This is an optimization exercise on Yosys and OpenROAD, whose aim is small area, a short achievable clock period and few clock cycles, not a production implementation. Where RTL was checked, it was by simulation tests only, not by an equivalence proof against the original. No functional check of the RTL was part of runs 6 and 7. Power figures rest on the tool's default switching activity, not on a simulated workload.

===== flow/config.mk =====
export PLATFORM = sky130hd
export DESIGN_NAME = FAdd
export DESIGN_NICKNAME = FAdd
export VERILOG_FILES = /design/flow/design.v
export SDC_FILE = /design/flow/constraint.sdc
export NUM_CORES = 4
export LEC_CHECK = 0
export ABC_AREA = 1
export CAP_MARGIN = 20
export CORE_MARGIN = 2
export CORE_UTILIZATION = 40
export SETUP_SLACK_MARGIN = 1.0
export SLEW_MARGIN = 20

===== flow/constraint.sdc =====
create_clock -name core_clock -period 10.0 [get_ports {clk}]
set_input_delay 2.0000 -clock core_clock [delete_from_list [all_inputs] [get_ports {clk}]]
set_output_delay 2.0000 -clock core_clock [all_outputs]
set_load 0.01 [all_outputs]

===== flow/design.v =====
module FAdd(
    input rst,
    input clk,
    input  [31:0]               a,
    input  [31:0]               b,
    output reg [31:0]           c,
    output reg [2:0]            state
);
    wire a_s = a[31];
    wire b_s = b[31];
    wire [7:0] a_e = a[30:23];
    wire [7:0] b_e = b[30:23];
    wire a_h = |a_e;
    wire b_h = |b_e;
    wire a_max = &a_e;
    wire b_max = &b_e;
    wire a_mz = ~|a[22:0];
    wire b_mz = ~|b[22:0];
    wire a_inf = a_max & a_mz;
    wire b_inf = b_max & b_mz;
    wire any_nan = (a_max & ~a_mz) | (b_max & ~b_mz) | (a_inf & b_inf & (a_s ^ b_s));
    wire any_inf = a_inf | b_inf;
    wire swap, same;
    fa_gt #(31) u_cmp(.a(b[30:0]), .b(a[30:0]), .gt(swap), .eq(same));
    wire [7:0] ea1 = {a_e[7:1], a_e[0] | ~a_h};    
    wire [7:0] eb1 = {b_e[7:1], b_e[0] | ~b_h};
    wire [7:0] d = swap ? eb1 - ea1 : ea1 - eb1;
    wire [7:0] e_big = swap ? eb1 : ea1;
    wire s_big = swap ? b_s : a_s;
    wire [23:0] m_big = swap ? {b_h, b[22:0]} : {a_h, a[22:0]};
    wire [23:0] m_sml = swap ? {a_h, a[22:0]} : {b_h, b[22:0]};
    wire sub = a_s ^ b_s;
    wire big = |d[7:5];
    reg [25:0] t;
    reg        st;
    integer k;
    always @* begin
        t = {m_sml, 2'b00};
        st = 1'b0;
        for (k = 0; k < 5; k = k + 1)
            if (d[k]) begin
                st = st | |(t & ((26'd1 << (1 << k)) - 1));
                t = t >> (1 << k);
            end
    end
    wire [25:0] al = big ? 26'd0 : t;
    wire sticky = big ? |m_sml : st;
    wire [27:0] op_s = {1'b0, al, sticky};
    wire [27:0] sum;
    fa_add #(28) u_add(.x({1'b0, m_big, 3'b000}), .y(op_s ^ {28{sub}}), .ci(sub), .s(sum));
    reg first_n;               
    reg [27:0] r_sum;
    reg [7:0]  r_e;
    reg        r_s;
    reg        r_nan;
    reg        r_inf;
    always @(posedge clk) begin
        first_n <= rst;
        if (!first_n) begin
            r_sum <= sum;
            r_e   <= e_big;
            r_s   <= s_big & ~(sub & same);    
            r_nan <= any_nan;
            r_inf <= any_inf;
        end
    end
    reg [27:0] lim;
    integer i;
    always @* begin
        for (i = 0; i < 28; i = i + 1)
            lim[i] = (r_e == 27 - i);
    end
    wire [27:0] lz_in = r_sum | lim;
    wire [4:0] lz;
    fa_lzc u_lzc(.x({lz_in, 4'b0000}), .n(lz), .zero());
    wire [27:0] n = r_sum << lz;
    wire [7:0] ex = {8{n[27]}} & (r_e + 8'd1 - {3'b0, lz});
    wire rnd = n[3] & (n[2] | n[1] | n[0] | n[4]);
    wire [30:0] pk;
    fa_inc #(31) u_inc(.x({ex, n[26:4]}), .ci(rnd), .s(pk));
    wire ovf = (r_e == 8'd254) & r_sum[27];
    always @* begin
        state = {3{first_n}};
        if (r_nan)
            c = 32'h7f800001;
        else if (r_inf | ovf)
            c = {r_s, 8'hff, 23'd0};
        else
            c = {r_s, pk};
    end
endmodule
module fa_add #(parameter N = 28) (
    input  [N-1:0] x,
    input  [N-1:0] y,
    input          ci,
    output [N-1:0] s
);
    localparam M = N + 1;
    reg [M-1:0] g, p, gn, pn;
    integer l, i;
    always @* begin
        g = {x & y, ci};
        p = {x ^ y, 1'b0};
        for (l = 1; l < M; l = l * 2) begin
            gn = g; pn = p;
            for (i = 0; i < M; i = i + 1)
                if ((i / l) % 2 == 1) begin
                    gn[i] = g[i] | (p[i] & g[(i/l)*l - 1]);
                    pn[i] = p[i] & p[(i/l)*l - 1];
                end
            g = gn; p = pn;
        end
    end
    assign s = x ^ y ^ g[M-2:0];
endmodule
module fa_inc #(parameter N = 31) (
    input  [N-1:0] x,
    input          ci,
    output [N-1:0] s
);
    reg [N-1:0] p, pn;
    integer l, i;
    always @* begin
        p = x;
        for (l = 1; l < N; l = l * 2) begin
            pn = p;
            for (i = 0; i < N; i = i + 1)
                if ((i / l) % 2 == 1) pn[i] = p[i] & p[(i/l)*l - 1];
            p = pn;
        end
    end
    assign s = x ^ ({p[N-2:0], 1'b1} & {N{ci}});
endmodule
module fa_gt #(parameter N = 31) (
    input  [N-1:0] a,
    input  [N-1:0] b,
    output         gt,
    output         eq
);
    reg [N-1:0] g, e, gn, en;
    integer l, i;
    always @* begin
        g = a & ~b;
        e = ~(a ^ b);
        for (l = 1; l < N; l = l * 2) begin
            gn = g; en = e;
            for (i = 0; i < N; i = i + 1)
                if ((i / l) % 2 == 1) begin
                    gn[i] = g[i] | (e[i] & g[(i/l)*l - 1]);
                    en[i] = e[i] & e[(i/l)*l - 1];
                end
            g = gn; e = en;
        end
    end
    assign gt = g[N-1];
    assign eq = e[N-1];
endmodule
module fa_lzc (
    input  [31:0] x,
    output [4:0]  n,
    output        zero
);
    reg [15:0] z0;  reg [15:0] c0;       
    reg [7:0]  z1;  reg [15:0] c1;       
    reg [3:0]  z2;  reg [11:0] c2;       
    reg [1:0]  z3;  reg [7:0]  c3;       
    integer i;
    always @* begin
        for (i = 0; i < 16; i = i + 1) begin
            z0[i] = ~x[2*i+1] & ~x[2*i];
            c0[i] = ~x[2*i+1];
        end
        for (i = 0; i < 8; i = i + 1) begin
            z1[i] = z0[2*i+1] & z0[2*i];
            c1[2*i +: 2] = z0[2*i+1] ? {1'b1, c0[2*i]} : {1'b0, c0[2*i+1]};
        end
        for (i = 0; i < 4; i = i + 1) begin
            z2[i] = z1[2*i+1] & z1[2*i];
            c2[3*i +: 3] = z1[2*i+1] ? {1'b1, c1[2*(2*i) +: 2]} : {1'b0, c1[2*(2*i+1) +: 2]};
        end
        for (i = 0; i < 2; i = i + 1) begin
            z3[i] = z2[2*i+1] & z2[2*i];
            c3[4*i +: 4] = z2[2*i+1] ? {1'b1, c2[3*(2*i) +: 3]} : {1'b0, c2[3*(2*i+1) +: 3]};
        end
    end
    assign n = z3[1] ? {1'b1, c3[3:0]} : {1'b0, c3[7:4]};
    assign zero = z3[1] & z3[0];
endmodule

===== flow/flow/run.sh =====
#!/bin/bash
# Layout flow: the standard flow (standard.sh) with two changes.
#  1. Synthesis is the standard synthesis script, except that ABC maps
#     the logic with flow/map.abc instead of ORFS's abc_area.script.  All
#     other synthesis steps, and so every register, are unchanged.
#  2. buffer_ports uses sky130_fd_sc_hd__buf_2 for the port buffers (every
#     input and output still gets its own buffer).
set -euo pipefail
W=$(pwd)
cat > "$W/my_synth.tcl" <<EOT
proc abc {args} {
  set i [lsearch -exact \$args -script]
  if {\$i >= 0} { lset args [expr {\$i+1}] $W/flow/map.abc }
  yosys abc {*}\$args
}
source $W/synth_recipe.tcl
EOT
sed "s#SYNTH_SCRIPT=[^ ]*#SYNTH_SCRIPT=$W/my_synth.tcl#" standard.sh > my_standard.sh
grep -q "SYNTH_SCRIPT=$W/my_synth.tcl" my_standard.sh
export BUFFER_PORTS_ARGS="-buffer_cell sky130_fd_sc_hd__buf_2"
bash my_standard.sh > standard.log 2>&1

===== flow/flow/map.abc =====
&get -n
&st
&dch
&nf -R 1000
&put
topo
stime -c
buffer -c
upsize -c
dnsize -c

===== flow/standard.sh =====
#!/bin/bash
# synth_recipe.tcl (not shown) runs the flow's synth.tcl, then flattens the netlist and writes it again
# the make line also repeats each setting of config.mk as NAME=value (left out here)
make -C /OpenROAD-flow-scripts/flow DESIGN_CONFIG=/design/flow/config.mk WORK_HOME=/design/flow/orfs CLKGATE_MAP_FILE= SYNTH_SCRIPT=/design/flow/synth_recipe.tcl "${@:-finish}"

==> results of run 1 <==
flip-flops by register name (all words and copies together) (netlist names):
| register | flops |
|---|---|
| r_s | 1 |
| r_nan | 1 |
| r_e | 8 |
| r_sum | 28 |
| r_inf | 1 |
| first_n | 1 |
through the flow:
stage	utilization [%]	instance area (sq um)	hold WS [ps]
after CTS	44.4	9280	899
after global placement	43.7	9130	881
after global routing	44.5	9300	962
after detailed placement	43.7	9130	889
final	44.5	9300	877
after floorplan	-	8450	1130
layer usage:
layer	global-route usage (%)	vias up
li1	-	4296
met1	27.7	3776
met2	38.6	232
met3	0.581	30
met4	7.10	0
met5	0	-
power by group through the flow:
stage	sequential (mW)	clock (mW)	combinational (mW)
2_1_floorplan	0.283	0	1.04
3_3_place_gp	0.302	0	1.37
3_5_place_dp	0.303	0	1.38
4_1_cts	0.299	0.157	1.38
5_1_grt	0.307	0.162	1.54
6_report	0.301	0.152	1.39
synth_stat cells, types with 12 or more instances:
cell,n,area share (%)
o21ai_0,63,3.7
a21oi_1,111,6.6
nand2_1,125,5.6
a211oi_1,12,1.1
a311oi_1,17,1.8
nor4_1,19,1.4
o21ai_1,23,1.4
nor2_1,131,5.8
mux2i_1,126,15
ha_1,78,12
xor2_1,12,1.2
and3_1,17,1.3
xnor2_1,50,5.2
inv_1,73,3.2
clkbuf_1,35,1.6
edfxtp_1,39,14
nand4_1,26,1.9
buf_4,12,1.1
nor3_1,16,0.95
nand3_1,18,1.1
a31oi_1,18,1.3
cells by family after synthesis:
group           Yosys count  synth area share [%]
xor+xnor                 63                  6.62
flops                    40                  14.1
mux                     129                  15.4
compound gates          296                  20.9
simple gates            402                  22.5
buf+inv                 143                  7.51
fa+ha+maj                84                  13.0
cell type report:
cell class                      count  area (sq um)  area share [%]
Multi-Input combinational cell    974          6690            71.9
Sequential cell                    40          1190            12.8
Timing Repair Buffer              113           611            6.57
Tap cell                          275           344            3.70
Inverter                           84           318            3.42
Clock buffer                        5           125            1.35
Clock inverter                      3          18.8           0.202
worst max-delay path: stages (launching register included):
cell      delay [ps]
edfxtp_1         370
inv_1             70
ha_1             200
nor3b_2          250
a311oi_1         570
nand2_2          280
nor4_4           330
buf_4            250
inv_4            130
o21ai_4          410
buf_4            360
mux2i_1          140
mux2i_1          260
o21ai_2          120
nor2_4           140
and3_1           200
and2_2           180
inv_2             50
nor3_4           200
and3_1           220
and2_2           180
nand2_1           80
or2_4            270
inv_2            100
nand2_4           90
or4_1            410
nand3_1           90
buf_2            130
path summary, 6_finish.rpt:
path	end	cells after the start
worst min-delay path	r_sum[13]	2
worst max-delay path	c[29]	27
worst max register to register	r_sum[25]	2
worst min register to register	r_sum[13]	2
==> metrics.yaml, run 1 <==
status: "complete, no violations"
critPathKind: "reg2out"
synthCells: 1157
n_antenna_cell: 0
htreeDepth: 2
wl_per_cell_microns: 16.2
cts.clk_slew.worst_paths_ps: 60
switchingPower_mw: 0.948
syn_area_sq_um: 8450
leakage_nw: 4.12
drv_cap: 0
syn_area_per_cell_sq_um: 7.30
hpwl_mm: 20.5
cp.required_ps: 8000
setup_viol: 0
async_flop_share_pct: 0
dieArea_sq_um: 22300
seq_power_share_pct: 16.3
grt_pass1_wl_mm: 38.7
cts_tree: "built"
core_area_sq_um: 20900
drt-initial-drc-count: 490
power.density_nw_per_um2: 198
drc_errors: 0
worst_ep_arrival_time_ps: 6360
rr_startpoint: "first_n"
layout_commonest_cell: "nor2_1"
instances_no_fill: 1494
rsz0062_at_grt: "false"
gp_congestion: 0.947
ant_nets: 0
clockBufferDepth: 2
grt_start_max_net_pins: 106
antenna_found_initial: 0
holdBufCountCts: 0
fillers: 2208
gr-total-overflow: 0
rows: 53
hold_violations: 0
drt_wl_total_mm: 24.2
pwr-share-clk_pct: 8.2
p_sw_share_pct: 51.5
cts_setup_buffers: 0
wl_met1_mm: 10.9
mostFrequentLayoutCells: "130 x nor2_1, 126 x mux2i_1, 125 x nand2_1, 111 x a21oi_1, 100 x buf_2"
viasPerCell: 5.58
ys_warn_count: 5
path_max_fanout: 19
ctsRootBufferMaster: "clkbuf_16"
fin_setup_tns_ps: 0
power_mw: 1.84
p_int_mw: 0.892
insertion_delay_ps: 280
initial_core_util_pct: 40.4
synth_edf_count: 39
hold_class: "reg2reg"
drv_slew: 0
min-delay-start: "first_n"
numCtsBuffers: 5
post-place-ws_ps: 967
combinationalPowerShare_pct: 75.4
areaGrowthSynthToFinish_pct: 10.1
grt_pass1_vias: 7649
timing.final.crit_share_pct: 83.6
synth-main-ff-cell: "edfxtp_1"
cp-startpoint: "r_e[6]"
drt-pass1-iter-count: 9
maxSlewHeadroom_pct: 39.4
die_x_microns: 149
io_pins: 101
via_count: 8334
portBuffers: 100
final_layout_size_suffix_gt1_share_pct: 13.4
max_freq_mhz: 120
ys_ff_latch: 40
dp_cells: 1486
startpoint_type: "register"
reg2reg_setup_slack_ps: 8860
cts_sinks: 40
dr_wl_met2_mm: 11.8
cts_resized: 0
fin_ws_ps: 1640
seq_area_frac_synth_pct: 14.1
tightest_slew_ps: 905
ir_drop_v: 0.0000694
wl_met3_microns: 957
syn-num-nets: 1307
grt_usage_pct: 21.4
fin_worst_skew_ps: 3.11
top_layer: "met4"
end_kind: "primary output"
min_period_ps: 8360
netlist-cell-type-count: 74
num-nets-final: 1368
die_h_microns: 149
Testbench counts, summed over its fixed seeds: cycles 24,000.
==> run 2, diff against run 1 <==
--- a/flow/config.mk
+++ b/flow/config.mk
@@ -11,3 +11,3 @@
 export CORE_UTILIZATION = 40
-export SETUP_SLACK_MARGIN = 1.0
+export SETUP_SLACK_MARGIN = 2.5
 export SLEW_MARGIN = 20
==> metrics.yaml, run 2 <==
status: "complete, no violations"
largest-register: "r_sum"
n_antenna_cell: 0  # unchanged
fin_worst_skew_ps: 5.08  # +1.97 ps
synth_edf_count: 39  # unchanged
seq_area_frac_synth_pct: 14.1  # unchanged
r2r_end: "r_nan"
final_layout_size_suffix_gt1_share_pct: 28.5  # +15 points
drv_cap: 0  # unchanged
initial_core_util_pct: 40.4  # unchanged
netlist.area_leader.share_pct: 14.9  # unchanged
switchingPower_mw: 1.09  # +15%
setup_viol: 0  # unchanged
whs_endpoint: "r_sum[12]"
rr_startpoint: "first_n"
gp_congestion: 0.961  # +1.5%
num-nets-final: 1456  # +6.4%
worst_ep_arrival_time_ps: 5400  # -960 ps
ys_ff_latch: 40  # unchanged
synthCells: 1157  # unchanged
gr-total-overflow: 0  # unchanged
die_h_microns: 149  # unchanged
numCtsBuffers: 5  # unchanged
p_int_mw: 1.11  # +25%
path_buf_inv: 8  # +1
combinationalPowerShare_pct: 79.1  # +3.7 points
largest_reg_flops: 28  # unchanged
cts.clk_slew.worst_paths_ps: 60  # about the same
fin_area_sq_um: 11100  # +20%
syn-num-nets: 1307  # unchanged
wl_per_cell_microns: 17.0  # +4.8%
worst_path_max_delay_cell: "or4_4"
end_kind: "primary output"
hold_violations: 0  # unchanged
path_max_fanout: 10  # -9
grt_pass1_wl_mm: 39.2  # +1.4%
reg2reg_setup_slack_ps: 8870  # about the same
drt-initial-drc-count: 532  # +8.6%
worstHoldPathCells: 2  # unchanged
synth-main-ff-cell: "edfxtp_1"
clockBufferDepth: 2  # unchanged
maxSlewHeadroom_pct: 55.8  # +16 points
viasPerCell: 5.67  # +1.6%
synth.most_common_cell: "nor2_1"
hold_class: "reg2reg"
portBuffers: 100  # unchanged
tightest_slew_ps: 659  # -245 ps
dieArea_sq_um: 22300  # unchanged
fin_worst_hold_slack_ps: 877  # +0.306 ps
top_regs: "r_sum x28, r_e x8"
areaGrowthSynthToFinish_pct: 31.6
pwr-share-clk_pct: 6.9  # -1.3 points
syn_area_per_cell_sq_um: 7.30  # unchanged
rsz0062_at_grt: "true"
placed_area_sq_um: 9130  # about the same
drt-pass1-iter-count: 6  # -3
cts_tree: "built"
slowest_delay_ps: 410  # -160 ps
instances_no_fill: 1582  # +5.9%
min-delay-start: "first_n"
critPathKind: "reg2out"
ir_drop_v: 0.0000717  # +3.4%
dp_cells: 1487  # +0.067%
htreeDepth: 2  # unchanged
cp-startpoint: "r_e[6]"
async_flop_share_pct: 0  # unchanged
min_period_ps: 7400  # -965 ps
seq_power_share_pct: 14.0  # -2.3 points
die_x_microns: 149  # unchanged
ant_nets: 0  # unchanged
syn_area_sq_um: 8450  # unchanged
hpwl_mm: 20.2  # -1.3%
ctsRootBufferMaster: "clkbuf_16"
grt_start_max_net_pins: 42  # -60%
max_freq_mhz: 135  # +13%
synth.area.top_cells: "mux2i_1 15%, edfxtp_1 14%, ha_1 12%, a21oi_1 6.6%, nor2_1 5.8%"
startpoint_type: "register"
drc_errors: 0  # unchanged
cts_sinks: 40  # unchanged
cp.required_ps: 8000  # about the same
leakage_nw: 4.72  # +15%
yosys-top-cells-count: "131 x nor2_1, 126 x mux2i_1, 125 x nand2_1, 111 x a21oi_1, 78 x ha_1"
ys_warn_count: 5  # unchanged
p_sw_share_pct: 49.5  # -2.0 points
grt_usage_pct: 21.7  # +0.30 points
netlist-cell-type-count: 74  # unchanged
r2r_cells: 2  # unchanged
fillers: 1983  # -10%
timing.final.crit_share_pct: 74.0  # -9.6 points
via_count: 8969  # +7.6%
core_area_sq_um: 20900  # unchanged
drv_slew: 0  # unchanged
io_pins: 101  # unchanged
grt_pass1_vias: 7912  # +3.4%
drt_wl_total_mm: 26.9  # +11%
crit_family: "simple AND/OR/NAND/NOR gates"
synth_area_leader_cell: "mux2i_1"
fin_setup_tns_ps: 0  # unchanged
power_mw: 2.20  # +20%
mostFrequentLayoutCells: "124 x nor2_1, 121 x nand2_1, 99 x buf_2, 97 x mux2i_1, 90 x a21oi_1"
power.density_nw_per_um2: 198  # about the same
holdBufCountCts: 0  # unchanged
rows: 53  # unchanged
layout_commonest_cell: "nor2_1"
antenna_found_initial: 0  # unchanged
insertion_delay_ps: 280  # about the same
## run 2: cell count changes in the layout (fill, tap and decap cells not counted), moves of 11 or more
cell	change
a21oi_1	-21
a21oi_2	+21
buf_4	+61
ha_1	-12
ha_4	+11
mux2i_1	-29
mux2i_2	+20
o21ai_0	-13
## run 2: metrics by stage
step | worst slack, ps | util [%]
after CTS | 2460 | 46.9
after detailed placement | 1110 | 43.7
after global routing | 2330 | 53.2
after global placement | 1210 | 43.7
after floorplan | 2530 | -
final | 2600 | 53.2
## run 2: timing repair
action,in CTS,in global routing
endpoints found under the setup margin,53,38
gates resized for setup,63,150
pin swaps,13,49
setup buffers,21,57
cloned,2,7
## run 2: final cells by class
cell class	count	area, sq um	area share [%]
Tap cell	275	344	3.10
Clock inverter	3	18.8	0.169
Inverter	84	344	3.10
Multi-Input combinational cell	975	7510	67.6
Timing Repair inverter	1	5.00	0.0450
Sequential cell	40	1190	10.7
Clock buffer	5	125	1.13
Timing Repair Buffer	199	1580	14.2
## run 2: metal layers
layer / vias to the layer above / global-route usage (%) / wire length [microns]
li1: 4486 / - / -
met1: 4129 / 27.3 / 11500
met2: 279 / 39.7 / 13500
met3: 75 / 0.642 / 859
met4: 0 / 8.05 / 1000
met5: - / 0 / 0
## run 2: logic make-up (layout without fill, tap and decap cells)
family / count (synthesis) / count (layout) / share of synthesized area (%)
buf+inv: 143 / 292 / 7.51
flops: 40 / 40 / 14.1
compound gates: 296 / 296 / 20.9
xor+xnor: 63 / 63 / 6.62
simple gates: 402 / 403 / 22.5
fa+ha+maj: 84 / 84 / 13.0
mux: 129 / 129 / 15.4
## run 2: power groups by stage
stage,clock network (mW),logic (mW),registers (mW)
after floorplan,0,1.04,0.283
after global placement,0,1.37,0.303
after detailed placement,0,1.38,0.304
after CTS,0.158,1.46,0.301
after global routing,0.165,1.89,0.311
final,0.153,1.74,0.307
## run 2: worst register-to-register path, stage by stage, from the launching register on
cell and delay (ps):
dfxtp_1 320, inv_1 50, buf_4 390
## run 2: worst max-delay path by stage
stage | depth (start not counted) | endpoint
6_report | 30 | c[29]
4_1_cts | 27 | c[29]
2_1_floorplan | 27 | r_sum[20]
3_5_place_dp | 27 | r_sum[20]
5_1_grt | 30 | c[29]
3_3_place_gp | 28 | r_sum[20]
==> run 3, diff against run 2 <==
--- a/flow/config.mk
+++ b/flow/config.mk
@@ -11,3 +11,3 @@
 export CORE_UTILIZATION = 40
-export SETUP_SLACK_MARGIN = 2.5
+export SETUP_SLACK_MARGIN = 2.0
 export SLEW_MARGIN = 20
==> metrics.yaml, run 3 <==
drt-initial-drc-count: 448  # -16%
viasPerCell: 5.60  # -1.1%
gr-total-overflow: 0  # unchanged
grt_pass1_wl_mm: 39.6  # +1.1%
antenna_found_initial: 0  # unchanged
initial_core_util_pct: 40.4  # unchanged
status: "complete, no violations"
wl_per_cell_microns: 16.7  # -1.9%
maxSlewHeadroom_pct: 43.1  # -13 points
synth_area_leader_cell: "mux2i_1"
areaGrowthSynthToFinish_pct: 16.5
path_max_fanout: 26  # +16
ys_ff_latch: 40  # unchanged
drc_errors: 0  # unchanged
netlist-cell-type-count: 74  # unchanged
fin_setup_tns_ps: 0  # unchanged
n_antenna_cell: 0  # unchanged
ir_drop_v: 0.0000698  # -2.7%
grt_pass1_vias: 7721  # -2.4%
drt_wl_total_mm: 25.3  # -5.8%
cts.clk_slew.worst_paths_ps: 60  # about the same
rows: 53  # unchanged
mostFrequentLayoutCells: "128 x nor2_1, 123 x nand2_1, 121 x mux2i_1, 106 x a21oi_1, 100 x buf_2"
leakage_nw: 4.32  # -8.5%
grt_start_max_net_pins: 53  # +26%
timing.final.crit_share_pct: 77.4  # +3.4 points
max_freq_mhz: 129  # -4.4%
top_regs: "r_sum x28, r_e x8"
netlist.area_leader.share_pct: 14.9  # unchanged
portBuffers: 100  # unchanged
end_kind: "register"
die_x_microns: 149  # unchanged
cts_sinks: 40  # unchanged
synth.area.top_cells: "mux2i_1 15%, edfxtp_1 14%, ha_1 12%, a21oi_1 6.6%, nor2_1 5.8%"
yosys-top-cells-count: "131 x nor2_1, 126 x mux2i_1, 125 x nand2_1, 111 x a21oi_1, 78 x ha_1"
die_h_microns: 149  # unchanged
hold_violations: 0  # unchanged
min_period_ps: 7740  # +344 ps
via_count: 8513  # -5.1%
clockBufferDepth: 2  # unchanged
synth.most_common_cell: "nor2_1"
htreeDepth: 2  # unchanged
fillers: 2151  # +8.5%
numCtsBuffers: 5  # unchanged
dieArea_sq_um: 22300  # unchanged
slowest_delay_ps: 350  # -60 ps
num-nets-final: 1393  # -4.3%
startpoint_type: "input port"
synthCells: 1157  # unchanged
cp.required_ps: 10020  # +2020 ps
drt-pass1-iter-count: 7  # +1
ant_nets: 0  # unchanged
core_area_sq_um: 20900  # unchanged
fin_worst_skew_ps: 2.91  # -2.17 ps
ys_warn_count: 5  # unchanged
seq_area_frac_synth_pct: 14.1  # unchanged
layout_commonest_cell: "nor2_1"
critPathKind: "in2reg"
grt_usage_pct: 22.0  # +0.23 points
power.density_nw_per_um2: 195  # -1.4%
largest_reg_flops: 28  # unchanged
tightest_slew_ps: 850  # +191 ps
drv_slew: 0  # unchanged
worst_path_max_delay_cell: "a2111oi_1"
cts_tree: "built"
synth_edf_count: 39  # unchanged
setup_viol: 0  # unchanged
async_flop_share_pct: 0  # unchanged
drv_cap: 0  # unchanged
io_pins: 101  # unchanged
synth-main-ff-cell: "edfxtp_1"
syn_area_sq_um: 8450  # unchanged
hpwl_mm: 20.5  # +1.3%
ctsRootBufferMaster: "clkbuf_16"
rsz0062_at_grt: "true"
syn-num-nets: 1307  # unchanged
worst_ep_arrival_time_ps: 7770  # +2370 ps
insertion_delay_ps: 280  # about the same
final_util_pct: 47.1  # -6.1 points
gp_congestion: 0.947  # -1.5%
syn_area_per_cell_sq_um: 7.30  # unchanged
holdBufCountCts: 0  # unchanged
largest-register: "r_sum"
final_layout_size_suffix_gt1_share_pct: 18.0  # -11 points
hold_class: "reg2reg"
## run 3: cell counts after synthesis
Identical to the previous run, type by type.
## run 3: final timing paths
kind,startpoint,to,slack (ps),cells after the start
max,a[11],r_sum[20],2260,29
min,first_n,r_sum[13],880,2
max reg2reg,first_n,r_sum[25],8860,2
min reg2reg,first_n,r_sum[13],880,2
## run 3: cell families after synthesis
logic type / after synthesis / synth area share (%)
AOI/OAI and AO/OA: 296 / 20.9
xor gates and xnor gates: 63 / 6.62
adders and majority gates: 84 / 13.0
buffers and inverters: 143 / 7.51
DFF: 40 / 14.1
muxes: 129 / 15.4
and+or+nand+nor: 402 / 22.5
## run 3: layer usage
layer | routed length [microns] | GRT usage, % | vias up | share of wire (%)
li1 | - | - | 4351 | -
met3 | 863 | 0.581 | 33 | 3.4
met5 | 0 | 0 | - | 0
met2 | 12500 | 40.1 | 233 | 49
met4 | 593 | 6.10 | 0 | 2.3
met1 | 11400 | 28.4 | 3896 | 45
## run 3: worst max-delay path, delay by kind of cell
kind                     cells  cell delay, ps
AO/OA/AOI/OAI               11            2110
AND/OR/NAND/NOR              6            1350
multiplexers                 4            1000
buffers and inverters        5             690
adder cells (fa/ha/maj)      2             520
XOR/XNOR                     1              90
## run 3: what timing repair did
action	in CTS	in global routing
setup endpoints to repair	40	36
pin swaps	4	11
resized for setup	17	49
cloned	2	0
setup buffers	7	16
endpoints found under the hold margin	0	0
## run 3: cell type report
cell class              instances  area (sq um)  area share (%)
multi-input cells             974          6950            70.6
repair buffers                138           893            9.08
clock inverters                 3          18.8           0.191
flip-flops and latches         40          1190            12.1
well taps                     275           344            3.50
clock buffers                   5           125            1.27
inverters                      84           325            3.30
## run 3: where the power goes
part           leakage [nW]  switching [mW]  internal, mW  total, mW
Sequential            0.395          0.0520         0.254      0.306
Clock                0.0635          0.0605        0.0913      0.152
Combinational          3.86           0.872         0.593       1.47
Total                  4.32           0.985         0.938       1.92
## run 3: stage by stage
step | area [sq um] | worst slack [ps] | cells | hold WS, ps | power, mW
after floorplan | 8450 | 2240 | 1157 | 1130 | 1.32
after global placement | 9130 | 1060 | 1486 | 881 | 1.67
after detailed placement | 9130 | 967 | 1486 | 889 | 1.68
after CTS | 9490 | 2000 | 1503 | 899 | 1.87
after global routing | 9840 | 1910 | 1519 | 962 | 2.09
final | 9840 | 2260 | 1519 | 879 | 1.92
==> run 4, diff against run 3 <==
--- a/flow/config.mk
+++ b/flow/config.mk
@@ -11,3 +11,4 @@
 export CORE_UTILIZATION = 40
-export SETUP_SLACK_MARGIN = 2.0
+export CTS_BUF_LIST = sky130_fd_sc_hd__clkbuf_8
+export SETUP_SLACK_MARGIN = 1.5
 export SLEW_MARGIN = 20
==> metrics.yaml, run 4 <==
status: "complete, no violations"
worst_path_max_delay_cell: "nor3b_4"
yosys-top-cells-count: "131 x nor2_1, 126 x mux2i_1, 125 x nand2_1, 111 x a21oi_1, 78 x ha_1"
min-delay-start: "first_n"
fin_area_sq_um: 9370  # -4.8%
ys_warn_count: 5  # unchanged
syn-num-nets: 1307  # unchanged
drt-pass1-iter-count: 5  # -2
synth_area_leader_cell: "mux2i_1"
netlist-cell-type-count: 74  # unchanged
slowest_delay_ps: 580  # +230 ps
numCtsBuffers: 5  # unchanged
synth_edf_count: 39  # unchanged
die_h_microns: 149  # unchanged
initial_core_util_pct: 40.4  # unchanged
layout_commonest_cell: "nor2_1"
gp_congestion: 0.947  # unchanged
whs_endpoint: "r_sum[13]"
placed_area_sq_um: 9130  # unchanged
final_util_pct: 44.9  # -2.2 points
cp.required_ps: 8000  # -2020 ps
drt-initial-drc-count: 574  # +28%
gr-total-overflow: 0  # unchanged
seq_area_frac_synth_pct: 14.1  # unchanged
fin_ws_ps: 1880  # -380 ps
power.density_nw_per_um2: 194  # -0.72%
min_period_ps: 8120  # +380 ps
grt_usage_pct: 21.4  # -0.54 points
synth.most_common_cell: "nor2_1"
drt_wl_total_mm: 24.8  # -2.3%
grt_start_max_net_pins: 106  # +100%
fin_setup_tns_ps: 0  # unchanged
portBuffers: 100  # unchanged
die_x_microns: 149  # unchanged
syn_area_per_cell_sq_um: 7.30  # unchanged
fillers: 2202  # +2.4%
largest_reg_flops: 28  # unchanged
cts.clk_slew.worst_paths_ps: 80  # +20 ps
r2r_cells: 2  # unchanged
ir_drop_v: 0.0000531  # -24%
htreeDepth: 2  # unchanged
tightest_slew_ps: 919  # +68.5 ps
fin_worst_skew_ps: 3.21  # +0.306 ps
drv_slew: 0  # unchanged
rsz0062_at_grt: "true"
cp-startpoint: "r_e[6]"
cts_sinks: 40  # unchanged
clockBufferDepth: 2  # unchanged
hold_class: "reg2reg"
core_area_sq_um: 20900  # unchanged
instances_no_fill: 1501  # -1.2%
via_count: 8426  # -1.0%
drc_errors: 0  # unchanged
crit_family: "simple AND/OR/NAND/NOR gates"
dieArea_sq_um: 22300  # unchanged
post-place-ws_ps: 967  # unchanged
largest-register: "r_sum"
leakage_nw: 4.16  # -3.8%
insertion_delay_ps: 290  # about the same
path_common_cell: "nand2_1"
synth-main-ff-cell: "edfxtp_1"
path_buf_inv: 7  # +2
timing.final.crit_share_pct: 81.2  # +3.8 points
maxSlewHeadroom_pct: 38.4  # -4.6 points
viasPerCell: 5.61  # +0.16%
final_layout_size_suffix_gt1_share_pct: 14.5  # -3.5 points
worstHoldPathCells: 2  # unchanged
netlist.area_leader.share_pct: 14.9  # unchanged
cts_tree: "built"
antenna_found_initial: 0  # unchanged
dp_cells: 1486  # unchanged
worst_ep_arrival_time_ps: 6120  # -1650 ps
rows: 53  # unchanged
hold_violations: 0  # unchanged
ant_nets: 0  # unchanged
drv_cap: 0  # unchanged
max_freq_mhz: 123  # -4.7%
async_flop_share_pct: 0  # unchanged
r2r_end: "r_sum[25]"
num-nets-final: 1375  # -1.3%
ctsRootBufferMaster: "clkbuf_8"
synth.area.top_cells: "mux2i_1 15%, edfxtp_1 14%, ha_1 12%, a21oi_1 6.6%, nor2_1 5.8%"
ys_ff_latch: 40  # unchanged
end_kind: "primary output"
top_regs: "r_sum x28, r_e x8"
grt_pass1_vias: 7633  # -1.1%
areaGrowthSynthToFinish_pct: 11.0
critPathKind: "reg2out"
grt_pass1_wl_mm: 38.7  # -2.3%
wl_per_cell_microns: 16.5  # -1.1%
startpoint_type: "register"
rr_startpoint: "first_n"
mostFrequentLayoutCells: "130 x nor2_1, 125 x mux2i_1, 124 x nand2_1, 110 x a21oi_1, 100 x buf_2"
n_antenna_cell: 0  # unchanged
path_max_fanout: 29  # +12%
synthCells: 1157  # unchanged
setup_viol: 0  # unchanged
io_pins: 101  # unchanged
hpwl_mm: 20.5  # unchanged
reg2reg_setup_slack_ps: 8860  # about the same
syn_area_sq_um: 8450  # unchanged
==> run 4: cell counts after synthesis <==
Identical to the previous run, type by type.
==> run 4: per-layer routing <==
layer | up-vias | GRT usage [%] | routed length [microns]
met5 | - | 0 | 0
met4 | 0 | 6.86 | 551
met3 | 32 | 0.581 | 916
met2 | 223 | 38.7 | 12200
met1 | 3861 | 27.7 | 11100
li1 | 4310 | - | -
==> run 4: how the worst max path moves through the flow <==
stage | end | slack [ps] | depth (start not counted)
floorplan | r_sum[20] | 2240 | 27
global placement | r_sum[20] | 1060 | 28
detailed placement | r_sum[20] | 970 | 27
CTS | r_sum[20] | 1480 | 27
global route | c[30] | 1450 | 29
finish | c[29] | 1880 | 28
==> run 4: kinds of logic after synthesis <==
group	count (synthesis)	synth area share [%]
XOR/XNOR	63	6.62
AO/OA/AOI/OAI	296	20.9
multiplexers	129	15.4
adder cells (fa/ha/maj)	84	13.0
buffers and inverters	143	7.51
AND/OR/NAND/NOR	402	22.5
flip-flops	40	14.1
==> run 4: power by group <==
part	total, mW	internal [mW]	switching [mW]
combinational	1.41	0.562	0.850
sequential	0.303	0.253	0.0495
clock	0.103	0.0481	0.0551
total	1.82	0.863	0.954
==> run 4: layout make-up <==
| class | count | area, sq um | area share (%) |
|---|---|---|---|
| clock buffer | 5 | 68.8 | 0.734 |
| clock inverter | 3 | 18.8 | 0.200 |
| inverter | 84 | 322 | 3.43 |
| multi-input combinational | 974 | 6760 | 72.1 |
| sequential | 40 | 1190 | 12.7 |
| tap | 275 | 344 | 3.67 |
| timing repair buffer | 120 | 672 | 7.17 |
==> run 4: stage by stage <==
stage | hold slack (ps) | total power, mW
floorplan | 1130 | 1.32
global placement | 881 | 1.67
detailed placement | 889 | 1.68
CTS | 906 | 1.79
global route | 967 | 1.99
finish | 881 | 1.82
==> run 4: worst register-to-register path, stage by stage (launching register included) <==
cell and delay (ps):
dfxtp_1 330, inv_1 50, buf_4 400
==> run 4: timing repair <==
item                                    in CTS  in global routing
gates cloned                                 0                  1
endpoints found under the setup margin       7                 35
pin swaps                                    0                  2
hold buffers                                 0                  0
gates resized for setup                      2                 17
setup buffers                                0                  6
==> run 5, diff against run 4 <==
==> flow/flow/map.abc (replaced) <==
&get -n
&st
&dch
&nf -R 1000
&put
strash
dch
amap
topo
stime -c
buffer -c
upsize -c
dnsize -c
==> metrics.yaml, run 5 <==
status: "complete, no violations"
synth-simple-area-share_pct: 27.5  # +5.0 points
power.density_nw_per_um2: 169  # -13%
largest_reg_flops: 28  # unchanged
hold_violations: 0  # unchanged
drv_cap: 0  # unchanged
synth_edf_count: 39  # unchanged
insertion_delay_ps: 300  # about the same
maxSlewHeadroom_pct: 43.1  # +4.7 points
clockBufferDepth: 2  # unchanged
via_count: 9377  # +11%
cts_sinks: 40  # unchanged
final_layout_size_suffix_gt1_share_pct: 19.1  # +4.6 points
combinationalPowerShare_pct: 73.4  # -4.3 points
drv_slew: 0  # unchanged
layout_commonest_cell: "nor2_1"
max_freq_mhz: 124  # +0.49%
synth.area.top_cells: "edfxtp_1 15%, o22ai_1 13%, ha_1 12%, nor2_1 11%, a21oi_1 7.2%"
synthAdderAreaFrac_pct: 13.6  # +0.63 points
numCtsBuffers: 5  # unchanged
synth_xor_area_share_pct: 0  # -6.6 points
muxShareOfSynthArea_pct: 0  # -15 points
path_buf_inv: 4  # -3
syn_area_per_cell_sq_um: 6.69  # -8.4%
critPathKind: "in2reg"
ys_warn_count: 5  # unchanged
path_max_fanout: 13  # -55%
rows: 51  # -3.8%
num-nets-final: 1443  # +4.9%
holdBufCountCts: 0  # unchanged
yosys-top-cells-count: "226 x nor2_1, 171 x o22ai_1, 116 x a21oi_1, 112 x inv_1, 78 x ha_1"
async_flop_share_pct: 0  # unchanged
hold_class: "reg2reg"
mostFrequentLayoutCells: "222 x nor2_1, 168 x o22ai_1, 114 x a21oi_1, 108 x inv_1, 101 x buf_2"
leakage_nw: 3.81  # -8.4%
synth_top_family_by_area: "compound AO/OA/AOI/OAI gates"
instances_no_fill: 1559  # +3.9%
antenna_found_initial: 0  # unchanged
netlist.area_leader.share_pct: 14.5  # -0.39 points
cts.clk_slew.worst_paths_ps: 80  # about the same
grt_pass1_vias: 7970  # +4.4%
drt-initial-drc-count: 981  # +71%
p_sw_share_pct: 51.6  # -0.94 points
drt-pass1-iter-count: 8  # +3
initial_core_util_pct: 41.1  # +0.68 points
wl_per_cell_microns: 17.6  # +6.5%
areaGrowthSynthToFinish_pct: 16.1
largest-register: "r_sum"
fin_setup_tns_ps: 0  # unchanged
pwr-share-clk_pct: 9.8  # +4.1 points
ant_nets: 0  # unchanged
tightest_slew_ps: 844  # -75.1 ps
netlist-cell-type-count: 82  # +11%
portBuffers: 100  # unchanged
synth-compound-area-share_pct: 34.4  # +13 points
htreeDepth: 2  # unchanged
worst_ep_arrival_time_ps: 8110  # +1990 ps
dp_cells: 1516  # +2.0%
switchingPower_mw: 0.817  # -14%
startpoint_type: "input port"
grt_pass1_wl_mm: 41.0  # +5.9%
ys_ff_latch: 40  # unchanged
dieArea_sq_um: 21300  # -4.5%
p_int_mw: 0.768  # -11%
seq_area_frac_synth_pct: 14.8  # +0.69 points
seq_power_share_pct: 16.7  # about the same
die_x_microns: 146  # -2.3%
grt_start_max_net_pins: 77  # -27%
n_antenna_cell: 0  # unchanged
core_area_sq_um: 19600  # -6.2%
drc_errors: 0  # unchanged
grt_usage_pct: 23.1  # +1.7 points
synth-main-ff-cell: "edfxtp_1"
min_period_ps: 8080  # -39.4 ps
fin_ws_ps: 1920  # +39.4 ps
worst_path_max_delay_cell: "nor4_4"
timing.final.crit_share_pct: 80.8  # -0.39 points
cp.required_ps: 10030  # +2030 ps
cts_tree: "built"
gp_congestion: 0.964  # +1.8%
drt_wl_total_mm: 27.4  # +11%
gr-total-overflow: 0  # unchanged
syn_area_sq_um: 8050  # -4.6%
fin_worst_skew_ps: 6.21  # +3.00 ps
setup_viol: 0  # unchanged
io_pins: 101  # unchanged
post-place-ws_ps: 1260  # +295 ps
slowest_delay_ps: 560  # -20 ps
synthCells: 1204  # +4.1%
viasPerCell: 6.01  # +7.1%
die_h_microns: 146  # -2.3%
end_kind: "register"
syn-num-nets: 1354  # +3.6%
rsz0062_at_grt: "true"
ir_drop_v: 0.0000786  # +48%
ctsRootBufferMaster: "clkbuf_8"
crit_family: "compound AO/OA/AOI/OAI gates"
top_regs: "r_sum x28, r_e x8"
hpwl_mm: 21.4  # +4.3%
synth.most_common_cell: "nor2_1"
synth_area_leader_cell: "edfxtp_1"
path_common_cell: "a21oi_1"
## run 5: what timing repair did
action                     CTS  global route
pin swaps                    2            13
gates cloned                 0             8
resized for setup            0            56
buffers inserted             2            25
setup endpoints to repair    7            28
## run 5: metal layers
layer / GRT usage, % / up-vias / part of all wire, %
li1: - / 4656 / -
met1: 33.3 / 4254 / 46
met2: 37.2 / 412 / 44
met3: 2.66 / 55 / 7.4
met4: 4.90 / 0 / 2.3
met5: 0 / - / 0
## run 5: per-stage QoR
step	total power, mW	util, %	cell area (sq um)	hold slack, ps
2_1_floorplan	1.03	-	8050	1130
3_3_place_gp	1.32	44.5	8710	896
3_5_place_dp	1.32	44.5	8710	901
4_1_cts	1.48	45.2	8860	919
5_1_grt	1.71	47.7	9350	966
6_report	1.58	47.7	9350	892
## run 5: worst min-delay path, stage by stage (launching register included)
cell and delay (ps):
dfxtp_1 360, inv_1 50, buf_4 260
## run 5: cells by family (layout without fill, tap and decap cells)
kind of cell,count (synthesis),in the layout
AOI/OAI and AO/OA,431,432
adders and majority gates,84,84
DFF,40,40
buffers and inverters,196,284
and+or+nand+nor,453,454
## run 5: path summary, 6_finish.rpt
kind	from	end	slack, ps	cells after the start
max	a[15]	r_sum[27]	1920	29
min	first_n	r_sum[4]	890	2
min reg2reg	first_n	r_sum[4]	890	2
max reg2reg	first_n	r_e[6]	8840	2
## run 5: power by group through the flow
stage               Clock [mW]  Sequential [mW]  Combinational [mW]
floorplan                    0            0.253               0.782
global placement             0            0.268                1.05
detailed placement           0            0.268                1.05
CTS                      0.160            0.264                1.05
global route             0.167            0.269                1.28
finish                   0.156            0.265                1.16
## run 5: layout make-up
type                       instances  area [sq um]
timing repair buffer             143           895
inverter                         129           524
clock inverter                     3          63.8
fill                            2028         10200
multi-input combinational        970          6260
sequential                        40          1190
tap                              265           332
clock buffer                       5          68.8
timing repair inverter             4          22.5
==> run 6, diff against run 5 <==
--- a/flow/design.v
+++ b/flow/design.v
@@ -26,3 +26,5 @@
     wire [7:0] eb1 = {b_e[7:1], b_e[0] | ~b_h};
-    wire [7:0] d = swap ? eb1 - ea1 : ea1 - eb1;
+    wire eb_gt;
+    fa_gt #(8) u_ecmp(.a(b_e), .b(a_e), .gt(eb_gt), .eq());    
+    wire [7:0] d = eb_gt ? eb1 - ea1 : ea1 - eb1;
     wire [7:0] e_big = swap ? eb1 : ea1;
==> flow/flow/map.abc (replaced) <==
&get -n
&st
&dch
&nf -R 1000
&put
topo
stime -c
buffer -c
upsize -c
dnsize -c
==> metrics.yaml, run 6 <==
drc_errors: 0  # unchanged
core_area_sq_um: 21000  # +7.3%
maxSlewHeadroom_pct: 28.6  # -15 points
drv_cap: 0  # unchanged
grt_pass1_wl_mm: 39.9  # -2.8%
power.density_nw_per_um2: 204  # +20%
gr-total-overflow: 0  # unchanged
fin_setup_tns_ps: 0  # unchanged
wl_per_cell_microns: 16.5  # -6.1%
seq_area_frac_synth_pct: 13.9  # -0.92 points
synth.most_common_cell: "nor2_1"
worst_path_max_delay_cell: "or3_1"
final_layout_size_suffix_gt1_share_pct: 15.7  # -3.4 points
n_antenna_cell: 0  # unchanged
viasPerCell: 5.61  # -6.6%
hpwl_mm: 20.7  # -3.2%
cp.required_ps: 8000  # -2030 ps
clockBufferDepth: 2  # unchanged
rsz0062_at_grt: "true"
async_flop_share_pct: 0  # unchanged
grt_pass1_vias: 7863  # -1.3%
hold_violations: 0  # unchanged
leakage_nw: 4.16  # +9.3%
synth_area_leader_cell: "edfxtp_1"
htreeDepth: 2  # unchanged
areaGrowthSynthToFinish_pct: 10.3
ctsRootBufferMaster: "clkbuf_8"
netlist.area_leader.share_pct: 13.6  # -0.90 points
ant_nets: 0  # unchanged
io_pins: 101  # unchanged
grt_start_max_net_pins: 114  # +48%
syn_area_per_cell_sq_um: 7.39  # +10%
ir_drop_v: 0.0000649  # -17%
min_period_ps: 8090  # +1.69 ps
slowest_delay_ps: 490  # -70 ps
syn-num-nets: 1312  # -3.1%
drt-initial-drc-count: 497  # -49%
insertion_delay_ps: 290  # about the same
fin_worst_skew_ps: 6.91  # +0.698 ps
synth.area.top_cells: "edfxtp_1 14%, mux2i_1 13%, ha_1 11%, a21oi_1 7.6%, nor2_1 6.7%"
placed_area_sq_um: 9250  # +6.2%
worst_ep_arrival_time_ps: 6090  # -2020 ps
hold_class: "reg2reg"
path_buf_inv: 4  # unchanged
path_max_fanout: 24  # +11
fin_worst_hold_slack_ps: 883  # -9.19 ps
crit_family: "simple AND/OR/NAND/NOR gates"
ys_ff_latch: 40  # unchanged
ys_warn_count: 6  # +1
yosys-top-cells-count: "154 x nor2_1, 130 x a21oi_1, 115 x mux2i_1, 99 x nand2_1, 78 x ha_1"
antenna_found_initial: 0  # unchanged
die_h_microns: 151  # +3.2%
portBuffers: 100  # unchanged
via_count: 8473  # -9.6%
synth_edf_count: 39  # unchanged
largest-register: "r_sum"
max_freq_mhz: 124  # about the same
drv_slew: 0  # unchanged
drt-pass1-iter-count: 7  # -1
mostFrequentLayoutCells: "154 x nor2_1, 129 x a21oi_1, 113 x mux2i_1, 100 x buf_2, 99 x nand2_1"
netlist-cell-type-count: 82  # unchanged
rows: 53  # +3.9%
die_x_microns: 151  # +3.2%
end_kind: "primary output"
setup_viol: 0  # unchanged
cts.clk_slew.worst_paths_ps: 80  # about the same
syn_area_sq_um: 8590  # +6.6%
layout_commonest_cell: "nor2_1"
cts_tree: "built"
gp_congestion: 0.904  # -6.3%
fin_area_sq_um: 9470  # +1.3%
numCtsBuffers: 5  # unchanged
status: "complete, no violations"
crit_chain: "inv_1 > ha_1 > nor3b_4 > buf_4 > a311oi_4 > nand2_2 > nor4_4 > and2_4 > inv_4 > a211oi_2 > nor2_4 > mux2i_1 > o21ai_0 > nor2_1 > and3_4 > and3_1 > nand4_4 > nor4_4 > nand3_2 > or3_1 > or3_1 > nand2_1 > o211ai_1 > buf_2"
top_regs: "r_sum x28, r_e x8"
grt_usage_pct: 21.8  # -1.4 points
tightest_slew_ps: 1070  # +223 ps
critPathKind: "reg2out"
initial_core_util_pct: 40.8  # -0.27 points
dieArea_sq_um: 22700  # +6.4%
timing.final.crit_share_pct: 80.9  # about the same
cts_sinks: 40  # unchanged
largest_reg_flops: 28  # unchanged
drt_wl_total_mm: 24.9  # -9.1%
num-nets-final: 1383  # -4.2%
synthCells: 1162  # -3.5%
startpoint_type: "register"
synth-main-ff-cell: "edfxtp_1"
## run 6: cell types whose count changed after synthesis, moves of 22 or more
cell | before | now
inv_1 | 112 | 63
mux2i_1 | 0 | 115
nand2_1 | 62 | 99
nor2_1 | 226 | 154
nor3_1 | 44 | 19
o21ai_0 | 46 | 68
o22ai_1 | 171 | 15
xnor2_1 | 0 | 26
xor2_1 | 0 | 37
## run 6: through the flow
stage | util (%) | power [mW] | worst slack (ps) | std cells
after floorplan | - | 1.41 | 1810 | 1162
after global placement | 44.0 | 1.78 | 1580 | 1488
after detailed placement | 44.0 | 1.78 | 1450 | 1488
after CTS | 44.5 | 1.90 | 1610 | 1497
after global routing | 45.1 | 2.11 | 1500 | 1509
final | 45.1 | 1.93 | 1910 | 1509
## run 6: cell type report
class	instances	area, sq um
Timing Repair Buffer	126	708
Tap cell	275	344
Clock inverter	3	18.8
Clock buffer	5	68.8
Fill cell	2158	11500
Multi-Input combinational cell	991	6870
Inverter	69	270
Sequential cell	40	1190
## run 6: worst paths after layout
check	from	endpoint	slack [ps]	cells after the start
max	r_e[6]	c[28]	1910	24
max reg2reg	first_n	r_sum[24]	8850	2
min	first_n	r_sum[9]	880	2
min reg2reg	first_n	r_sum[9]	880	2
## run 6: timing repair
item	in CTS	in global routing
setup buffers	0	11
gates cloned	1	1
endpoints found under the setup margin	7	20
gates resized for setup	4	5
hold buffers	0	0
pin swaps	1	1
## run 6: cell families after synthesis
group,synth area share [%]
AOI/OAI and AO/OA,22.1
adders and majority gates,12.8
muxes,14.3
and+or+nand+nor,23.0
buffers and inverters,7.46
DFF,13.9
xor gates and xnor gates,6.43
## run 6: metal layers
layer  track usage, %  routed length, microns  vias to the layer above  part of all wire [%]
met5                0                       0                        -                     0
met4             6.13                     623                        0                   2.5
met3             1.15                     742                       42                   3.0
met2             38.7                   12000                      227                    48
met1             28.5                   11500                     3841                    46
li1                 -                       -                     4363                     -
## run 6: where the power goes
part           switching, mW  leakage, nW  internal [mW]
Combinational          0.912         3.72          0.610
Sequential            0.0508        0.395          0.255
Clock                 0.0534       0.0479         0.0485
## run 6: worst min-delay path, cell delays in order, from the launching register on
cell	delay, ps
dfxtp_1	350
inv_1	50
buf_4	260
==> run 7, diff against run 6 <==
==> flow/flow/map.abc (replaced) <==
&get -n
&st
&dch
&nf -R 1000
&put
strash
dch
amap
topo
stime -c
buffer -c
upsize -c
dnsize -c
==> metrics.yaml, run 7 <==
status: "complete, no violations"
top_regs: "r_sum x28, r_e x8"
areaGrowthSynthToFinish_pct: 21.7
ant_nets: 0  # unchanged
via_count: 9465  # +12%
largest_reg_flops: 28  # unchanged
numCtsBuffers: 5  # unchanged
viasPerCell: 5.95  # +5.9%
gr-usage-met1_pct: 36.5  # +8.0 points
drt-pass1-iter-count: 8  # +1
grt_start_max_net_pins: 48  # -58%
timing.final.crit_share_pct: 83.2  # +2.4 points
tightest_slew_ps: 936  # -131 ps
ys_warn_count: 6  # unchanged
synth_edf_count: 39  # unchanged
ctsRootBufferMaster: "clkbuf_8"
drt-initial-drc-count: 838  # +69%
grt_usage_pct: 25.4  # +3.6 points
fin_worst_skew_ps: 10.4  # +3.44 ps
insertion_delay_ps: 300  # about the same
worst_ep_arrival_time_ps: 6320  # +230 ps
max_freq_mhz: 120  # -2.9%
path_max_fanout: 28  # +17%
drc_errors: 0  # unchanged
grt_pass1_vias: 8107  # +3.1%
fin_setup_tns_ps: 0  # unchanged
leakage_nw: 3.93  # -5.5%
synth.most_common_cell: "nor2_1"
layout_commonest_cell: "nor2_1"
maxSlewHeadroom_pct: 37.5  # +8.9 points
hold_class: "reg2reg"
synthCells: 1209  # +4.0%
clockBufferDepth: 2  # unchanged
slowest_delay_ps: 430  # -60 ps
setup_viol: 0  # unchanged
end_kind: "primary output"
async_flop_share_pct: 0  # unchanged
syn_area_per_cell_sq_um: 6.54  # -11%
yosys-top-cells-count: "228 x nor2_1, 177 x o22ai_1, 120 x a21oi_1, 102 x inv_1, 78 x ha_1"
min_period_ps: 8320  # +237 ps
die_h_microns: 145  # -3.9%
path_common_cell: "nor2_4"
core_area_sq_um: 19500  # -7.4%
n_antenna_cell: 0  # unchanged
hold_violations: 0  # unchanged
num-nets-final: 1476  # +6.7%
initial_core_util_pct: 40.6  # -0.20 points
largest-register: "r_sum"
cts_tree: "built"
netlist.area_leader.share_pct: 14.8  # +1.2 points
holdBufCountCts: 0  # unchanged
htreeDepth: 2  # unchanged
rsz0062_at_grt: "true"
drv_cap: 0  # unchanged
dp_cells: 1531  # +2.9%
wl_per_cell_microns: 17.7  # +7.5%
die_x_microns: 145  # -3.9%
seq_area_frac_synth_pct: 15.1  # +1.2 points
synth_area_leader_cell: "edfxtp_1"
drv_slew: 0  # unchanged
met3_usage_pct: 1.56  # +0.40 points
worst_path_max_delay_cell: "or3_4"
power.density_nw_per_um2: 170  # -17%
drt_wl_total_mm: 28.2  # +13%
grt_use_met2_pct: 41.8  # +3.1 points
gp_congestion: 0.958  # +6.0%
instances_no_fill: 1592  # +5.5%
io_pins: 101  # unchanged
cp.required_ps: 8000  # about the same
portBuffers: 100  # unchanged
busiest_layer: "met2"
final_layout_size_suffix_gt1_share_pct: 22.2  # +6.4 points
grt_pass1_wl_mm: 42.5  # +6.6%
syn_area_sq_um: 7910  # -7.9%
synth.area.top_cells: "edfxtp_1 15%, o22ai_1 14%, ha_1 12%, nor2_1 11%, a21oi_1 7.6%"
syn-num-nets: 1359  # +3.6%
netlist-cell-type-count: 70  # -15%
startpoint_type: "register"
antenna_found_initial: 0  # unchanged
mostFrequentLayoutCells: "224 x nor2_1, 158 x o22ai_1, 118 x a21oi_1, 100 x buf_2, 98 x inv_1"
cts_sinks: 40  # unchanged
critPathKind: "reg2out"
fillers: 1998  # -7.4%
cts.clk_slew.worst_paths_ps: 80  # about the same
gr-total-overflow: 0  # unchanged
synth-main-ff-cell: "edfxtp_1"
rows: 51  # -3.8%
dieArea_sq_um: 20900  # -7.7%
ir_drop_v: 0.0000808  # +24%
ys_ff_latch: 40  # unchanged
hpwl_mm: 22.2  # +7.3%
## run 7: changes by cell type after synthesis, moves of 26 or more
cell	change
o22ai_1	+162
mux2i_1	-115
nor2_1	+74
inv_1	+39
xor2_1	-37
nand2_1	-28
xnor2_1	-26
## run 7: worst max-delay path, delay by kind of cell (launching register included)
kind                   cells  cell delay (ps)
and+or+nand+nor           21             3320
buffers and inverters     10             1400
DFF                        1              420
AOI/OAI and AO/OA          5              880
## run 7: report_power, final
| group | total, mW | switching (mW) | internal (mW) |
|---|---|---|---|
| Sequential | 0.268 | 0.0361 | 0.232 |
| Clock | 0.156 | 0.0570 | 0.0988 |
| Combinational | 1.21 | 0.749 | 0.461 |
| Total | 1.63 | 0.843 | 0.792 |
## run 7: cell type report
class / count / area (sq um) / share of cell area, %
timing repair buffer: 165 / 1040 / 10.8
tap: 265 / 332 / 3.44
inverter: 125 / 497 / 5.16
clock inverter: 3 / 63.8 / 0.663
clock buffer: 5 / 68.8 / 0.715
timing repair inverter: 4 / 22.5 / 0.234
sequential: 40 / 1190 / 12.4
multi-input combinational: 985 / 6410 / 66.6
## run 7: timing repair
action,in CTS,in global routing
pin swaps,4,25
buffers inserted,4,43
setup endpoints to repair,21,31
gates cloned,2,4
gates resized for setup,14,80
## run 7: logic make-up after synthesis
logic type / synth area share (%)
and+or+nand+nor: 28.1
AOI/OAI and AO/OA: 33.9
buffers and inverters: 9.03
adders and majority gates: 13.9
DFF: 15.1
## run 7: through the flow
stage               setup WS (ps)  utilization, %  area [sq um]  hold slack [ps]  power, mW
global placement             1030            44.5          8660              890       1.35
global route                 1350            49.5          9630              989       1.77
detailed placement            962            44.5          8660              898       1.35
CTS                          1510            45.7          8890              914       1.52
floorplan                    2260               -          7910             1130       1.05
finish                       1680            49.5          9630              902       1.63
## run 7: worst paths after layout
path | start | to | slack, ps | cells past startpoint
min reg2reg | first_n | r_sum[7] | 900 | 2
min | first_n | r_sum[7] | 900 | 2
max | r_e[1] | c[30] | 1680 | 36
max reg2reg | first_n | r_sum[18] | 8830 | 2
## run 7: metal layers
metal / vias to the layer above / part of all wire [%]
li1: 4744 / -
met1: 4318 / 47
met2: 371 / 46
met3: 32 / 5.6
met4: 0 / 2.1
met5: - / 0
==> run 8, diff against run 7 <==
--- a/flow/design.v
+++ b/flow/design.v
@@ -26,5 +26,3 @@
     wire [7:0] eb1 = {b_e[7:1], b_e[0] | ~b_h};
-    wire eb_gt;
-    fa_gt #(8) u_ecmp(.a(b_e), .b(a_e), .gt(eb_gt), .eq());    
-    wire [7:0] d = eb_gt ? eb1 - ea1 : ea1 - eb1;
+    wire [7:0] d = swap ? eb1 - ea1 : ea1 - eb1;
     wire [7:0] e_big = swap ? eb1 : ea1;
==> flow/flow/map.abc (replaced) <==
&get -n
&st
&dch
&nf -R 1000
&put
topo
stime -c
buffer -c
upsize -c
dnsize -c
--- a/flow/config.mk
+++ b/flow/config.mk
@@ -10,3 +10,3 @@
 export CORE_MARGIN = 2
-export CORE_UTILIZATION = 40
+export CORE_UTILIZATION = 55
 export CTS_BUF_LIST = sky130_fd_sc_hd__clkbuf_8
==> metrics.yaml, run 8 <==
insertion_delay_ps: 290  # about the same
hold_class: "reg2reg"
mostFrequentLayoutCells: "130 x nor2_1, 125 x mux2i_1, 124 x nand2_1, 111 x a21oi_1, 100 x buf_2"
io_pins: 101  # unchanged
worst_ep_arrival_time_ps: 6070  # -250 ps
fin_area_sq_um: 9230  # -4.1%
async_flop_share_pct: 0  # unchanged
areaGrowthSynthToFinish_pct: 9.33
initial_core_util_pct: 56.0  # +15 points
drt-initial-drc-count: 578  # -31%
rr_startpoint: "first_n"
fin_setup_tns_ps: 0  # unchanged
synth_edf_count: 39  # unchanged
drv_cap: 0  # unchanged
grt_pass1_vias: 7431  # -8.3%
min_period_ps: 8070  # -258 ps
ys_ff_latch: 40  # unchanged
multiInputGateArea_sq_um: 6710  # +4.6%
cts_sinks: 40  # unchanged
yosys-top-cells-count: "131 x nor2_1, 126 x mux2i_1, 125 x nand2_1, 111 x a21oi_1, 78 x ha_1"
startpoint_type: "register"
cts.clk_slew.worst_paths_ps: 80  # about the same
grt_start_max_net_pins: 65  # +35%
fin_worst_hold_slack_ps: 884  # -17.3 ps
dieArea_sq_um: 16400  # -22%
reg2reg_setup_slack_ps: 8840  # about the same
end_kind: "primary output"
crit_chain: "inv_2 > a311oi_1 > nand2_1 > nor4_4 > inv_4 > o21a_1 > inv_1 > nand2_1 > nor2_2 > and3_1 > and2_2 > inv_2 > nor3_4 > and3_1 > and2_2 > nand2_1 > or2_4 > inv_2 > nand2_4 > or4_1 > nand3_1 > buf_2"
syn_area_sq_um: 8450  # +6.8%
synthCells: 1157  # -4.3%
top_regs: "r_sum x28, r_e x8"
n_antenna_cell: 0  # unchanged
portBuffers: 100  # unchanged
synth_area_leader_cell: "mux2i_1"
drt_wl_total_mm: 23.9  # -15%
grt_usage_pct: 28.7  # +3.4 points
clockBufferDepth: 2  # unchanged
cp-startpoint: "r_e[1]"
max_freq_mhz: 124  # +3.2%
crit_end: "c[29]"
ir_drop_v: 0.000111  # +38%
layout_commonest_cell: "nor2_1"
cp.required_ps: 8000  # about the same
regArea_sq_um: 1190  # unchanged
final_layout_size_suffix_gt1_share_pct: 14.1  # -8.1 points
antenna_found_initial: 0  # unchanged
worst_path_max_delay_cell: "edfxtp_1"
fillers: 1455  # -27%
setup_viol: 0  # unchanged
instances_no_fill: 1410  # -11%
drt-pass1-iter-count: 6  # -2
critical_path_depth: 22  # -39%
tightest_slew_ps: 798  # -138 ps
netlist-cell-type-count: 74  # +5.7%
crit_family: "simple AND/OR/NAND/NOR gates"
numCtsBuffers: 5  # unchanged
die_x_microns: 128  # -12%
die_h_microns: 128  # -12%
hpwl_mm: 20.2  # -8.9%
htreeDepth: 2  # unchanged
maxSlewHeadroom_pct: 46.6  # +9.1 points
leakage_nw: 4.14  # +5.3%
netlist.area_leader.share_pct: 14.9  # +0.13 points
syn-num-nets: 1307  # -3.8%
holdBufCountCts: 0  # unchanged
num-nets-final: 1371  # -7.1%
r2r_cells: 2  # unchanged
fin_worst_skew_ps: 11.2  # +0.817 ps
rsz0062_at_grt: "false"
rows: 45  # -12%
cts_tree: "built"
gr-total-overflow: 0  # unchanged
largest_reg_flops: 28  # unchanged
drc_errors: 0  # unchanged
viasPerCell: 5.96  # +0.32%
path_buf_inv: 6  # -4
r2r_end: "r_sum[26]"
timing.final.crit_share_pct: 80.7  # -2.6 points
grt_pass1_wl_mm: 37.6  # -11%
synth-main-ff-cell: "edfxtp_1"
placed_area_sq_um: 9000  # +4.0%
largest-register: "r_sum"
slowest_delay_ps: 660  # +230 ps
power.density_nw_per_um2: 202  # +19%
drv_slew: 0  # unchanged
core_area_sq_um: 15100  # -22%
wl_per_cell_microns: 17.0  # -4.3%
status: "complete, no violations"
synth.most_common_cell: "nor2_1"
hold_violations: 0  # unchanged
via_count: 8410  # -11%
syn_area_per_cell_sq_um: 7.30  # +12%
final_util_pct: 61.2  # +12 points
ys_warn_count: 5  # -1
ant_nets: 0  # unchanged
gp_congestion: 0.948  # -1.1%
synth.area.top_cells: "mux2i_1 15%, edfxtp_1 14%, ha_1 12%, a21oi_1 6.6%, nor2_1 5.8%"
critPathKind: "reg2out"
path_max_fanout: 23  # -18%
seq_area_frac_synth_pct: 14.1  # -0.95 points
dp_cells: 1398  # -8.7%
ctsRootBufferMaster: "clkbuf_8"
==> run 8: worst min path at each step <==
stage          startpoint  endpoint  slack (ps)  cells past startpoint
2_1_floorplan     first_n    r_e[0]        1130                      1
3_3_place_gp      first_n  r_sum[4]         870                      2
3_5_place_dp      first_n  r_sum[4]         880                      2
4_1_cts           first_n  r_sum[4]         900                      2
5_1_grt           first_n  r_sum[8]         950                      2
6_report          first_n  r_sum[4]         880                      2
==> run 8: per-layer routing <==
layer / track usage (%) / up-vias / routed length [microns]
met4: 6.92 / 0 / 499
met1: 38.6 / 3765 / 10700
met5: 0 / - / 0
met2: 50.5 / 300 / 11400
met3: 2.00 / 38 / 1310
li1: - / 4307 / -
==> run 8: where the power goes <==
group | internal (mW) | switching [mW] | leakage [nW] | total, mW
Clock | 0.0987 | 0.0528 | 0.0695 | 0.151
Combinational | 0.554 | 0.854 | 3.68 | 1.41
Sequential | 0.253 | 0.0512 | 0.395 | 0.304
==> run 8: cell type report <==
type | count | area share [%]
multi-input combinational | 974 | 72.7
sequential | 40 | 12.9
timing repair buffer | 116 | 6.98
inverter | 84 | 3.48
tap | 188 | 2.55
clock buffer | 5 | 0.745
clock inverter | 3 | 0.691
==> run 8: cells by family (layout without fill, tap and decap cells) <==
| family | Yosys count | count (layout) | share of synthesized area (%) |
|---|---|---|---|
| buffers and inverters | 143 | 208 | 7.51 |
| multiplexers | 129 | 129 | 15.4 |
| flip-flops | 40 | 40 | 14.1 |
| adder cells (fa/ha/maj) | 84 | 84 | 13.0 |
| XOR/XNOR | 63 | 63 | 6.62 |
| AND/OR/NAND/NOR | 402 | 402 | 22.5 |
| AO/OA/AOI/OAI | 296 | 296 | 20.9 |
==> run 8: tightest hold or removal path: stages (launching register included) <==
cell and delay, ps:
dfxtp_1 350, inv_1 50, buf_4 260
==> run 8: metrics by stage <==
stage                     power [mW]  worst slack, ps
after floorplan                 1.32             2240
after global placement          1.68             1390
after detailed placement        1.68             1350
after CTS                       1.84             1640
after global routing            2.03             1510
final                           1.86             1930
==> run 8: what timing repair did <==
| action | in CTS | in global routing |
|---|---|---|
| pin swaps | 1 | 1 |
| setup buffers | 1 | 3 |
| setup endpoints to repair | 14 | 24 |
| resized for setup | 1 | 16 |
| hold endpoints to repair | 0 | 0 |
Testbench counts of run 8, summed over its fixed seeds: cycles 24,000.

port drivers added, routing unchanged:
The flow's constraints put no driver on any port. The routed layouts listed below were extracted and timed again, unchanged, in two steps.
Step 1 sets driving cells, clkbuf_16 on the clock port and buf_2 on the other inputs (assumed; they add their load-dependent delay and slew).
Step 2 moves the port delays by t, midway between the first and last clock arrival at a register: inputs arrive t later, outputs are due t later. That takes back most of the time a late clock gives input paths.
Slacks: ideal / step 1 / step 2; pairs: ideal / step 1.
run	t (ns)	setup WS [ns]	slew at the worst register clock pin (ns)	worst data-port slew with drivers (ns)	cell pins on the clock port's net
run 1	0.313	1.636 / 1.600 / 1.331	0.06 / 0.06	0.04	1
run 2	0.320	2.600 / 2.560 / 2.342	0.06 / 0.06	0.04	1
run 3	0.316	2.256 / 2.273 / 1.957	0.06 / 0.06	0.04	1
run 4	0.317	1.876 / 1.845 / 1.596	0.08 / 0.08	0.04	1
run 5	0.332	1.915 / 1.904 / 1.597	0.08 / 0.08	0.04	1
run 6	0.320	1.914 / 1.881 / 1.878	0.08 / 0.08	0.04	1
run 7	0.324	1.676 / 1.644 / 1.590	0.09 / 0.09	0.05	1
run 8	0.321	1.934 / 1.902 / 1.776	0.08 / 0.08	0.03	1
After both steps setup and hold are still met in every run listed. The setup slack of run 5, which loses most, moves by -0.011 ns with the drivers and by -0.318 ns with both steps.
